Source: an optimization exercise on an open RTL-to-GDS flow (aim: a short achievable clock period and few clock cycles). Production flows keep margins and buffers that such runs may drop.
RTL that was checked went through simulation tests only; none was proved equivalent to the original.
Power is estimated from default activity; no workload was simulated.

==> v25: inputs <==
==> flow/design.v (excerpt) <==
module cpu (
    input   logic        clk,
    input   logic        reset,
    input   logic        run_i,
    input   logic        continue_i,
    output  logic [15:0] hex_display_debug,
    output  logic [15:0] led_o,
    output  logic        paused_o,
    input   logic [15:0] mem_rdata,
    output  logic [15:0] mem_wdata,
    output  logic [15:0] mem_addr,
    output  logic        mem_mem_ena,
    output  logic        mem_wr_ena
);
export LEC_CHECK = 0
export ABC_CLOCK_PERIOD_IN_PS = 2200
export CAP_MARGIN = 20
export CORE_MARGIN = 2
export CORE_UTILIZATION = 40
export SETUP_SLACK_MARGIN = 4.6
export SLEW_MARGIN = 20
export TNS_END_PERCENT = 20
create_clock -name core_clock -period 7.0 [get_ports {clk}]
standard.sh (not shown) runs the stock make flow with config.mk's settings and CLKGATE_MAP_FILE= SYNTH_SCRIPT=/design/flow/synth_recipe.tcl, a recipe that flattens the netlist after the stock synthesis.
==> flow/flow/run.sh <==
#!/bin/bash
# Standard layout, with a plain buffer (not a delay buffer) on every port, and
# without the adder-extraction step in synthesis (abc maps the adders as
# plain logic). Registers are the same as the standard synthesis's.
set -euo pipefail
export BUFFER_PORTS_ARGS="-buffer_cell sky130_fd_sc_hd__buf_4"
export ADDER_MAP_FILE=
bash standard.sh finish > run_standard.log 2>&1
==> v4: changes against v25 <==
--- a/flow/design.v
+++ b/flow/design.v
@@ -750,25 +750,25 @@
     assign raddr1  = smc_r ? (xpc + 16'd1) : (x_jmp ? (opa + 16'd1) : (x_taken ? x_tgt1 : (x_pc1 + 16'd1)));
     assign x_mem   = x_fire & (x_ldr | x_str);
     logic kill_cc;
     assign kill_cc = x_fire & (x_alu | x_ldr);
     function automatic logic kill_reg(input logic [2:0] d);
         kill_reg = x_fire & x_wr & (x_dri == d);
     endfunction
-    logic [7:0]  btb_v;
-    logic [12:0] btb_tag [0:7];
-    logic [15:0] btb_tgt [0:7];
+    logic [15:0] btb_v;
+    logic [11:0] btb_tag [0:15];
+    logic [15:0] btb_tgt [0:15];
     logic        bhit;
     logic [15:0] btgt;
     logic [15:0] x_pc;
-    logic [7:0]  bh;
+    logic [15:0] bh;
     always_comb begin
         btgt = '0;
-        for (int i = 0; i < 8; i++) begin
-            bh[i] = btb_v[i] & (fpc[2:0] == i[2:0]) & (btb_tag[i] == fpc[15:3]);
+        for (int i = 0; i < 16; i++) begin
+            bh[i] = btb_v[i] & (fpc[3:0] == i[3:0]) & (btb_tag[i] == fpc[15:4]);
             btgt  = btgt | ({16{bh[i]}} & btb_tgt[i]);
         end
     end
     assign bhit = |bh;
     assign x_pc = x_pc1 - 16'd1;
     logic        p_fetch;       
     logic [2:0]  occ;
@@ -893,16 +893,16 @@
         s2_ld   <= s1_ld;
         s2_dr   <= s1_dr;
         s2_wreg <= s1_wreg & ~kill_reg(s1_dr);
         s2_wcc  <= s1_wcc & ~kill_cc;
         s2_pc1  <= s1_pc1;
         s2_pred <= s1_pred;
         if (x_fire & x_taken & ~x_pred) begin
-            btb_tag[x_pc[2:0]] <= x_pc[15:3];
-            btb_tgt[x_pc[2:0]] <= x_tgt;
+            btb_tag[x_pc[3:0]] <= x_pc[15:4];
+            btb_tgt[x_pc[3:0]] <= x_tgt;
         end
         if (arr_fetch) qd[qt] <= arr_r;
         if (n_q & ent_q & (qcnt >= 3'd2))
             hr <= decode(qd[qh + 2'd1]);
         else if (arr_fetch & (n_q ? (ent_q & (qcnt == 3'd1)) : 1'b1))
             hr <= decode(arr_r);
     end
@@ -948,17 +948,17 @@
                 cc_z <= alu_z;
                 cc_p <= ~alu_n & ~alu_z;
             end else if (ld_cc) begin
                 cc_n <= mem_rdata[15];
                 cc_z <= (mem_rdata == 16'h0);
                 cc_p <= ~mem_rdata[15] & (mem_rdata != 16'h0);
             end
-            if (x_fire) xpc <= x_redir ? raddr : x_pc1;
-            if (x_fire & x_taken & ~x_pred) btb_v[x_pc[2:0]] <= 1'b1;
-            if (st_v & (btb_tag[sa[2:0]] == sa[15:3])) btb_v[sa[2:0]] <= 1'b0;
+            if (x_fire) xpc <= raddr;
+            if (x_fire & x_taken & ~x_pred) btb_v[x_pc[3:0]] <= 1'b1;
+            if (x_mem & x_str & (btb_tag[agen[3:0]] == agen[15:4])) btb_v[agen[3:0]] <= 1'b0;
             smc_r <= hit;
             if (run_st == S_HALT) begin
                 pa     <= {15'd0, run_i};
                 pw     <= 1'b0;
                 p_ld   <= 1'b0;
                 p_v    <= run_i;
                 p_pc1  <= run_i ? 16'd2 : 16'd1;
==> flow/config.mk (replaced) <==
export PLATFORM = sky130hd
export DESIGN_NAME = cpu
export DESIGN_NICKNAME = cpu
export VERILOG_FILES = /design/flow/design.v
export SDC_FILE = /design/flow/constraint.sdc
export NUM_CORES = 4
export LEC_CHECK = 0
export ABC_CLOCK_PERIOD_IN_PS = 1500
export CAP_MARGIN = 20
export CORE_MARGIN = 2
export CORE_UTILIZATION = 40
export SETUP_SLACK_MARGIN = 4.8
export SLEW_MARGIN = 20
export TNS_END_PERCENT = 20
==> v3: changes against v25 <==
--- a/flow/design.v
+++ b/flow/design.v
@@ -677,15 +677,16 @@
         e[E_ZOFF]  = fjsr ? (w[10:0] == 11'd0) : (w[8:0] == 9'd0);
         decode = e;
     endfunction
     localparam logic [1:0] S_HALT = 2'd0, S_RUN = 2'd1, S_P1 = 2'd2, S_P2 = 2'd3;
     logic [1:0]  run_st;
     logic [127:0] rf;           
     logic        cc_n, cc_z, cc_p;
-    logic [15:0] pse_ir;
+    logic [15:0] pse_ir;        
+    logic        paused_r;
     logic [15:0] fpc;           
     logic [15:0] xpc;           
     logic [15:0] pa, pd;
     logic        pw;            
     logic        p_v;           
     logic [15:0] p_pc1;
     logic        p_pred;
@@ -745,14 +746,22 @@
     assign x_fire  = xv & ~st_hx & ~smc_r;
     assign x_taken = ((x_br & cond) | x_jsr) & ~x_zoff;
     assign x_redir = x_fire & (x_jmp | (x_taken != x_pred) | (x_pred & ~(x_br | x_jsr)));
     assign redir   = smc_r | x_redir;
     assign raddr   = smc_r ? xpc : (x_jmp ? opa : (x_taken ? x_tgt : x_pc1));
     assign raddr1  = smc_r ? (xpc + 16'd1) : (x_jmp ? (opa + 16'd1) : (x_taken ? x_tgt1 : (x_pc1 + 16'd1)));
     assign x_mem   = x_fire & (x_ldr | x_str);
+    logic [15:0] hx_a, hx_b, hx_c, hx_s, hx_k;
+    logic        hx_eq;
+    assign hx_a  = opa;
+    assign hx_b  = {{10{x_ir[5]}}, x_ir[5:0]};
+    assign hx_c  = ~x_pc1;
+    assign hx_s  = hx_a ^ hx_b ^ hx_c;
+    assign hx_k  = {(((hx_a & hx_b) | (hx_a & hx_c) | (hx_b & hx_c)) << 1)} | 16'd1;
+    assign hx_eq = ((hx_s ^ hx_k) == {hx_s[14:0] | hx_k[14:0], 1'b0});
     logic kill_cc;
     assign kill_cc = x_fire & (x_alu | x_ldr);
     function automatic logic kill_reg(input logic [2:0] d);
         kill_reg = x_fire & x_wr & (x_dri == d);
     endfunction
     logic [7:0]  btb_v;
     logic [12:0] btb_tag [0:7];
@@ -764,15 +773,22 @@
     always_comb begin
         btgt = '0;
         for (int i = 0; i < 8; i++) begin
             bh[i] = btb_v[i] & (fpc[2:0] == i[2:0]) & (btb_tag[i] == fpc[15:3]);
             btgt  = btgt | ({16{bh[i]}} & btb_tgt[i]);
         end
     end
-    assign bhit = |bh;
+    logic        lp_v;
+    logic [15:0] lp_pc;
+    logic [2:0]  lp_c;
+    logic        dec_v;         
+    logic [2:0]  dec_c;
+    logic        lp_exit;
+    assign lp_exit = lp_v & (fpc == lp_pc) & (rf[lp_c*16 +: 16] == 16'd1);
+    assign bhit = (|bh) & ~lp_exit & ~(st_v & (fpc == sa));
     assign x_pc = x_pc1 - 16'd1;
     logic        p_fetch;       
     logic [2:0]  occ;
     logic        room, can_fetch;
     logic [15:0] faddr, faddr1, fpc1;
     assign p_fetch   = (run_st == S_HALT) ? run_i : p_v;
     assign occ       = qcnt + {2'b0, p_v} + {2'b0, s1_v & ~s1_ld} + {2'b0, s2_v & ~s2_ld};
@@ -822,16 +838,22 @@
            | (l1_v & ((u1 & (l1_d == a)) | (u2 & (l1_d == b))))
            | (l2_v & ((u1 & (l2_d == a)) | (u2 & (l2_d == b))))
            | (e[E_BR] & (l0_c | l1_c | l2_c));
     endfunction
     logic run_next, ent_q, ent_a, ent;
     assign run_next = ((run_st == S_RUN) & ~(x_fire & x_pse))
                     | ((run_st == S_P2) & ~continue_i);
-    assign ent_q = ~hz(hr) & run_next & ~redir;
-    assign ent_a = arr_fetch & ~hz(decode(arr_r)) & run_next & ~redir;
+    logic st_next;
+    assign st_next = (x_fire & x_str) | (run_st != S_RUN);
+    logic ent_q_nr;
+    assign ent_q_nr = ~hz(hr) & ~(hr[E_PSE] & st_next) & run_next;
+    assign ent_q = ent_q_nr & ~redir;
+    logic [EW-1:0] arr_d;
+    assign arr_d = decode(arr_r);
+    assign ent_a = arr_fetch & ~hz(arr_d) & ~(arr_d[E_PSE] & st_next) & run_next & ~redir;
     assign ent   = n_q ? ent_q : ent_a;
     function automatic logic [15:0] rd_fwd(input logic [2:0] r);
         logic [15:0] v;
         if (x_fire & x_jsr & (r == 3'd7))   v = x_pc1;
         else if (ld_we & (s2_dr == r))      v = mem_rdata;
         else                                v = rf[r*16 +: 16];
         rd_fwd = (x_fire & x_alu & (x_dri == r)) ? alu_res : v;
@@ -863,27 +885,30 @@
             hit_q = hit_q | (({1'b0, i[1:0] - qh} < qcnt) & (qd[i][R_PC1 +: 16] == sa1));
     end
     assign hit = st_v & (
                    (xv & (x_pc1 == sa1))
                  | hit_q
                  | (s1_v & ~s1_ld & (s1_pc1 == sa1))
                  | (s2_v & ~s2_ld & (s2_pc1 == sa1)));
-    assign paused_o = run_st[1];
+    logic paused_nx;
+    assign paused_nx = ((run_st == S_RUN) & x_fire & x_pse) | (run_st == S_P1)
+                     | ((run_st == S_P2) & continue_i) | (ent & nxe[E_PSE] & ~hit);
+    assign paused_o = paused_r;
     assign led_o = pse_ir;
     assign hex_display_debug = pse_ir;
     always_ff @(posedge clk) begin
         xe  <= nxe;
         opa <= rd_fwd(n_sr1);
         opb <= rd_opb;
         pd     <= opb;
         p_dr   <= x_dri;
         p_wreg <= 1'b1;
         p_wcc  <= 1'b1;
         st_v   <= x_mem & x_str;
-        st_hx  <= x_mem & x_str & (agen == x_pc1);
+        st_hx  <= x_mem & x_str & hx_eq;
         if (x_mem & x_str) begin
             sa  <= agen;
             sa1 <= add16c(opa, {{10{x_ir[5]}}, x_ir[5:0]}, 1'b1);
         end
         s1_ld   <= p_ld;
         s1_dr   <= p_dr;
         s1_wreg <= p_wreg & ~kill_reg(p_dr);
@@ -897,27 +922,28 @@
         s2_pc1  <= s1_pc1;
         s2_pred <= s1_pred;
         if (x_fire & x_taken & ~x_pred) begin
             btb_tag[x_pc[2:0]] <= x_pc[15:3];
             btb_tgt[x_pc[2:0]] <= x_tgt;
         end
         if (arr_fetch) qd[qt] <= arr_r;
-        if (n_q & ent_q & (qcnt >= 3'd2))
+        if (n_q & ent_q_nr & (qcnt >= 3'd2))
             hr <= decode(qd[qh + 2'd1]);
-        else if (arr_fetch & (n_q ? (ent_q & (qcnt == 3'd1)) : 1'b1))
+        else if (s2_v & ~s2_ld & (n_q ? (ent_q_nr & (qcnt == 3'd1)) : 1'b1))
             hr <= decode(arr_r);
     end
     always_ff @(posedge clk) begin
         if (reset) begin
             run_st <= S_HALT;
             rf     <= '0;
             cc_n   <= 1'b0;
             cc_z   <= 1'b0;
             cc_p   <= 1'b0;
             pse_ir <= '0;
+            paused_r <= 1'b0;
             fpc    <= 16'd1;
             xpc    <= '0;
             pa     <= '0;
             pw     <= 1'b0;
             p_v    <= 1'b0;
             p_pc1  <= 16'd1;
             p_pred <= 1'b0;
@@ -926,39 +952,52 @@
             s2_v   <= 1'b0;
             xv     <= 1'b0;
             qcnt   <= '0;
             qh     <= '0;
             qt     <= '0;
             smc_r  <= 1'b0;
             btb_v  <= '0;
+            lp_v   <= 1'b0;
+            dec_v  <= 1'b0;
         end else begin
+            if (x_fire) begin
+                dec_v <= x_add & x_ir[5] & (x_ir[4:0] == 5'h1f) & (x_ir[11:9] == x_ir[8:6]);
+                dec_c <= x_dri;
+                if (x_br & x_taken & dec_v & x_ir[8] & x_ir[9] & ~x_ir[10]) begin
+                    lp_v  <= 1'b1;
+                    lp_pc <= x_pc;
+                    lp_c  <= dec_c;
+                end
+            end
             case (run_st)
                 S_HALT: if (run_i) run_st <= S_RUN;
-                S_RUN:  if (x_fire & x_pse) run_st <= S_P1;
+                S_RUN:  if (x_fire & x_pse) run_st <= continue_i ? S_P2 : S_P1;
                 S_P1:   if (continue_i) run_st <= S_P2;
                 S_P2:   if (~continue_i) run_st <= S_RUN;
             endcase
-            if (x_fire & x_pse) pse_ir <= x_ir;
+            if (n_v & ~paused_r) pse_ir <= nxe[E_IR +: 16];
+            paused_r <= paused_nx;
             for (int i = 0; i < 8; i++) begin
                 if (x_fire & x_alu & x_droh[i])      rf[i*16 +: 16] <= alu_res;
                 else if (x_fire & x_jsr & (i == 7))  rf[i*16 +: 16] <= x_pc1;
                 else if (ld_we & (s2_dr == i[2:0]))  rf[i*16 +: 16] <= mem_rdata;
             end
             if (x_fire & x_alu) begin
                 cc_n <= alu_n;
                 cc_z <= alu_z;
                 cc_p <= ~alu_n & ~alu_z;
             end else if (ld_cc) begin
                 cc_n <= mem_rdata[15];
                 cc_z <= (mem_rdata == 16'h0);
                 cc_p <= ~mem_rdata[15] & (mem_rdata != 16'h0);
             end
-            if (x_fire) xpc <= x_redir ? raddr : x_pc1;
+            if (x_fire) xpc <= raddr;
             if (x_fire & x_taken & ~x_pred) btb_v[x_pc[2:0]] <= 1'b1;
-            if (st_v & (btb_tag[sa[2:0]] == sa[15:3])) btb_v[sa[2:0]] <= 1'b0;
+            for (int i = 0; i < 8; i++)
+                if (st_v & (sa[2:0] == i[2:0]) & (btb_tag[i] == sa[15:3])) btb_v[i] <= 1'b0;
             smc_r <= hit;
             if (run_st == S_HALT) begin
                 pa     <= {15'd0, run_i};
                 pw     <= 1'b0;
                 p_ld   <= 1'b0;
                 p_v    <= run_i;
                 p_pc1  <= run_i ? 16'd2 : 16'd1;
==> flow/config.mk (replaced) <==
export PLATFORM = sky130hd
export DESIGN_NAME = cpu
export DESIGN_NICKNAME = cpu
export VERILOG_FILES = /design/flow/design.v
export SDC_FILE = /design/flow/constraint.sdc
export NUM_CORES = 4
export LEC_CHECK = 0
export ABC_CLOCK_PERIOD_IN_PS = 1500
export CAP_MARGIN = 20
export CORE_MARGIN = 2
export CORE_UTILIZATION = 40
export SETUP_SLACK_MARGIN = 4.8
export SLEW_MARGIN = 20
export TNS_END_PERCENT = 20
==> v13: changes against v25 <==
--- a/flow/design.v
+++ b/flow/design.v
@@ -745,14 +745,22 @@
     assign x_fire  = xv & ~st_hx & ~smc_r;
     assign x_taken = ((x_br & cond) | x_jsr) & ~x_zoff;
     assign x_redir = x_fire & (x_jmp | (x_taken != x_pred) | (x_pred & ~(x_br | x_jsr)));
     assign redir   = smc_r | x_redir;
     assign raddr   = smc_r ? xpc : (x_jmp ? opa : (x_taken ? x_tgt : x_pc1));
     assign raddr1  = smc_r ? (xpc + 16'd1) : (x_jmp ? (opa + 16'd1) : (x_taken ? x_tgt1 : (x_pc1 + 16'd1)));
     assign x_mem   = x_fire & (x_ldr | x_str);
+    logic [15:0] hx_a, hx_b, hx_c, hx_s, hx_k;
+    logic        hx_eq;
+    assign hx_a  = opa;
+    assign hx_b  = {{10{x_ir[5]}}, x_ir[5:0]};
+    assign hx_c  = ~x_pc1;
+    assign hx_s  = hx_a ^ hx_b ^ hx_c;
+    assign hx_k  = {(((hx_a & hx_b) | (hx_a & hx_c) | (hx_b & hx_c)) << 1)} | 16'd1;
+    assign hx_eq = ((hx_s ^ hx_k) == {hx_s[14:0] | hx_k[14:0], 1'b0});
     logic kill_cc;
     assign kill_cc = x_fire & (x_alu | x_ldr);
     function automatic logic kill_reg(input logic [2:0] d);
         kill_reg = x_fire & x_wr & (x_dri == d);
     endfunction
     logic [7:0]  btb_v;
     logic [12:0] btb_tag [0:7];
@@ -764,15 +772,22 @@
     always_comb begin
         btgt = '0;
         for (int i = 0; i < 8; i++) begin
             bh[i] = btb_v[i] & (fpc[2:0] == i[2:0]) & (btb_tag[i] == fpc[15:3]);
             btgt  = btgt | ({16{bh[i]}} & btb_tgt[i]);
         end
     end
-    assign bhit = |bh;
+    logic        lp_v;
+    logic [15:0] lp_pc;
+    logic [2:0]  lp_c;
+    logic        dec_v;         
+    logic [2:0]  dec_c;
+    logic        lp_exit;
+    assign lp_exit = lp_v & (fpc == lp_pc) & (rf[lp_c*16 +: 16] == 16'd1);
+    assign bhit = (|bh) & ~lp_exit & ~(st_v & (fpc == sa));
     assign x_pc = x_pc1 - 16'd1;
     logic        p_fetch;       
     logic [2:0]  occ;
     logic        room, can_fetch;
     logic [15:0] faddr, faddr1, fpc1;
     assign p_fetch   = (run_st == S_HALT) ? run_i : p_v;
     assign occ       = qcnt + {2'b0, p_v} + {2'b0, s1_v & ~s1_ld} + {2'b0, s2_v & ~s2_ld};
@@ -817,20 +832,23 @@
         u1 = e[E_USE1];
         u2 = e[E_USE2];
         a  = e[E_SR1I +: 3];
         b  = e[E_SR2I +: 3];
         hz = (l0_v & ((u1 & (l0_d == a)) | (u2 & (l0_d == b))))
            | (l1_v & ((u1 & (l1_d == a)) | (u2 & (l1_d == b))))
            | (l2_v & ((u1 & (l2_d == a)) | (u2 & (l2_d == b))))
-           | (e[E_BR] & (l0_c | l1_c | l2_c));
+           | (e[E_BR] & (l0_c | l1_c | l2_c))
+           | (u2 & (b == 3'd7) & x_fire & x_jsr);    
     endfunction
     logic run_next, ent_q, ent_a, ent;
     assign run_next = ((run_st == S_RUN) & ~(x_fire & x_pse))
                     | ((run_st == S_P2) & ~continue_i);
-    assign ent_q = ~hz(hr) & run_next & ~redir;
+    logic ent_q_nr;
+    assign ent_q_nr = ~hz(hr) & run_next;
+    assign ent_q = ent_q_nr & ~redir;
     assign ent_a = arr_fetch & ~hz(decode(arr_r)) & run_next & ~redir;
     assign ent   = n_q ? ent_q : ent_a;
     function automatic logic [15:0] rd_fwd(input logic [2:0] r);
         logic [15:0] v;
         if (x_fire & x_jsr & (r == 3'd7))   v = x_pc1;
         else if (ld_we & (s2_dr == r))      v = mem_rdata;
         else                                v = rf[r*16 +: 16];
@@ -838,15 +856,14 @@
     endfunction
     logic [15:0] rd_opb, opb_v;
     logic [2:0]  n_ia, n_ib;
     assign n_ia = nxe[E_IR + 0 +: 3];
     assign n_ib = nxe[E_IR + 9 +: 3];
     always_comb begin
         if (nxe[E_IMM])                         opb_v = {{11{nxe[E_IR + 4]}}, nxe[E_IR +: 5]};
-        else if (x_fire & x_jsr & (n_sr2 == 3'd7)) opb_v = x_pc1;
         else if (ld_we & (s2_dr == n_sr2))      opb_v = mem_rdata;
         else if (nxe[E_STR])                    opb_v = rf[n_ib*16 +: 16];
         else                                    opb_v = rf[n_ia*16 +: 16];
         rd_opb = (~nxe[E_IMM] & x_fire & x_alu & (x_dri == n_sr2)) ? alu_res : opb_v;
     end
     function automatic logic [15:0] rd_fwd2(input logic [2:0] r, input logic imm, input logic [15:0] iv);
         logic [15:0] v;
@@ -875,15 +892,15 @@
         opa <= rd_fwd(n_sr1);
         opb <= rd_opb;
         pd     <= opb;
         p_dr   <= x_dri;
         p_wreg <= 1'b1;
         p_wcc  <= 1'b1;
         st_v   <= x_mem & x_str;
-        st_hx  <= x_mem & x_str & (agen == x_pc1);
+        st_hx  <= x_mem & x_str & hx_eq;
         if (x_mem & x_str) begin
             sa  <= agen;
             sa1 <= add16c(opa, {{10{x_ir[5]}}, x_ir[5:0]}, 1'b1);
         end
         s1_ld   <= p_ld;
         s1_dr   <= p_dr;
         s1_wreg <= p_wreg & ~kill_reg(p_dr);
@@ -897,17 +914,17 @@
         s2_pc1  <= s1_pc1;
         s2_pred <= s1_pred;
         if (x_fire & x_taken & ~x_pred) begin
             btb_tag[x_pc[2:0]] <= x_pc[15:3];
             btb_tgt[x_pc[2:0]] <= x_tgt;
         end
         if (arr_fetch) qd[qt] <= arr_r;
-        if (n_q & ent_q & (qcnt >= 3'd2))
+        if (n_q & ent_q_nr & (qcnt >= 3'd2))
             hr <= decode(qd[qh + 2'd1]);
-        else if (arr_fetch & (n_q ? (ent_q & (qcnt == 3'd1)) : 1'b1))
+        else if (s2_v & ~s2_ld & (n_q ? (ent_q_nr & (qcnt == 3'd1)) : 1'b1))
             hr <= decode(arr_r);
     end
     always_ff @(posedge clk) begin
         if (reset) begin
             run_st <= S_HALT;
             rf     <= '0;
             cc_n   <= 1'b0;
@@ -926,15 +943,26 @@
             s2_v   <= 1'b0;
             xv     <= 1'b0;
             qcnt   <= '0;
             qh     <= '0;
             qt     <= '0;
             smc_r  <= 1'b0;
             btb_v  <= '0;
+            lp_v   <= 1'b0;
+            dec_v  <= 1'b0;
         end else begin
+            if (x_fire) begin
+                dec_v <= x_add & x_ir[5] & (x_ir[4:0] == 5'h1f) & (x_ir[11:9] == x_ir[8:6]);
+                dec_c <= x_dri;
+                if (x_br & x_taken & dec_v & x_ir[8] & x_ir[9] & ~x_ir[10]) begin
+                    lp_v  <= 1'b1;
+                    lp_pc <= x_pc;
+                    lp_c  <= dec_c;
+                end
+            end
             case (run_st)
                 S_HALT: if (run_i) run_st <= S_RUN;
                 S_RUN:  if (x_fire & x_pse) run_st <= S_P1;
                 S_P1:   if (continue_i) run_st <= S_P2;
                 S_P2:   if (~continue_i) run_st <= S_RUN;
             endcase
             if (x_fire & x_pse) pse_ir <= x_ir;
@@ -948,17 +976,18 @@
                 cc_z <= alu_z;
                 cc_p <= ~alu_n & ~alu_z;
             end else if (ld_cc) begin
                 cc_n <= mem_rdata[15];
                 cc_z <= (mem_rdata == 16'h0);
                 cc_p <= ~mem_rdata[15] & (mem_rdata != 16'h0);
             end
-            if (x_fire) xpc <= x_redir ? raddr : x_pc1;
+            if (x_fire) xpc <= raddr;
             if (x_fire & x_taken & ~x_pred) btb_v[x_pc[2:0]] <= 1'b1;
-            if (st_v & (btb_tag[sa[2:0]] == sa[15:3])) btb_v[sa[2:0]] <= 1'b0;
+            for (int i = 0; i < 8; i++)
+                if (st_v & (sa[2:0] == i[2:0]) & (btb_tag[i] == sa[15:3])) btb_v[i] <= 1'b0;
             smc_r <= hit;
             if (run_st == S_HALT) begin
                 pa     <= {15'd0, run_i};
                 pw     <= 1'b0;
                 p_ld   <= 1'b0;
                 p_v    <= run_i;
                 p_pc1  <= run_i ? 16'd2 : 16'd1;
==> flow/config.mk (replaced) <==
export PLATFORM = sky130hd
export DESIGN_NAME = cpu
export DESIGN_NICKNAME = cpu
export VERILOG_FILES = /design/flow/design.v
export SDC_FILE = /design/flow/constraint.sdc
export NUM_CORES = 4
export LEC_CHECK = 0
export ABC_CLOCK_PERIOD_IN_PS = 1200
export CAP_MARGIN = 20
export CORE_MARGIN = 2
export CORE_UTILIZATION = 40
export SETUP_SLACK_MARGIN = 5.0
export SLEW_MARGIN = 20
export TNS_END_PERCENT = 20
==> summary of the runs <==
Power: v25 < v13 < v3 < v4. Against v4, the clock power of v3 is smaller by about 16%. The highest wire length belongs to v4, the lowest to v25. Against v13, the synthesized area of v25 is lower by 5.4%. Of v25 and v3, v25 has the higher critical path depth (gap 1).
==> figures <==
Number of storage elements in the synthesis netlist: v13 875; v4 1059; v3 872; v25 854
Setup Crit Path Kind: v13 reg2reg; v4 reg2reg; v3 reg2reg; v25 in2reg
Inst Count DP: v13 6091; v4 6854; v3 6182; v25 5850
Run status: v13 complete, no violations; v4 complete, no violations; v3 complete, no violations; v25 complete, no violations
Number of global-route vias before repair: v13 38.87k; v4 46.57k; v3 40.43k; v25 38.12k
End-of-flow core utilization: v13 0.5342; v4 0.5494; v3 0.5290; v25 0.5219
Max rail drop VDD: v13 0.0002050 V; v4 0.0002475 V; v3 0.0002672 V; v25 0.0001962 V
Worst flop-to-flop path endpoint: v13 fpc[14]; v4 btb_v[12]; v3 fpc[11]; v25 hr[21]
Insertion delay of the later-clocked pin in the worst-skew pair: v13 0.72 ns; v4 0.80 ns; v3 0.77 ns; v25 0.72 ns
Site row count: v13 126; v4 135; v3 126; v25 123
HP Start: v13 s1_pred; v4 s1_pc1[4]; v3 s1_pred; v25 s1_pred
Relative max-transition margin: v13 0.1863; v4 0.2004; v3 0.2308; v25 0.2129
Testbench counts of v4, summed over its fixed seeds: cycles 64,271.
Testbench counts of v3, summed over its fixed seeds: cycles 62,077.
Only the layout flow was run in v25 and v13; the RTL was not checked for function there.

==> re-timing with driven ports <==
No port has a modelled driver above. Below, the same layouts with a new extraction and two added sets of constraints. Step 1 sets driving cells, clkbuf_16 on the clock port and buf_2 on the other inputs (assumed; they add their load-dependent delay and slew). Step 2, shift: input delay + t, output delay - t, t = (earliest + latest rising clock arrival at the registers) / 2. This alone moves slack from input paths to output paths. a / b / c = no drivers / after step 1 / after step 2; a / b = the first two.
run | t, ns | slack for setup (ns) | worst setup path at the end | worst slew at a driven data input, ns | cell pins on the clock port's net
v25 | 0.768 | 3.838 / 3.750 / 2.982 | input to register | 0.22 | 1
v4 | 0.863 | 3.618 / 3.618 / 3.062 | input to register | 0.14 | 1
v3 | 0.810 | 3.866 / 3.850 / 3.040 | input to register | 0.24 | 1
v13 | 0.756 | 3.832 / 3.832 / 3.138 | input to register | 0.18 | 1
After both steps setup and hold are still met in every run listed. The setup slack of v25, which loses most, moves by -0.088 ns with the drivers and by -0.856 ns with both steps.
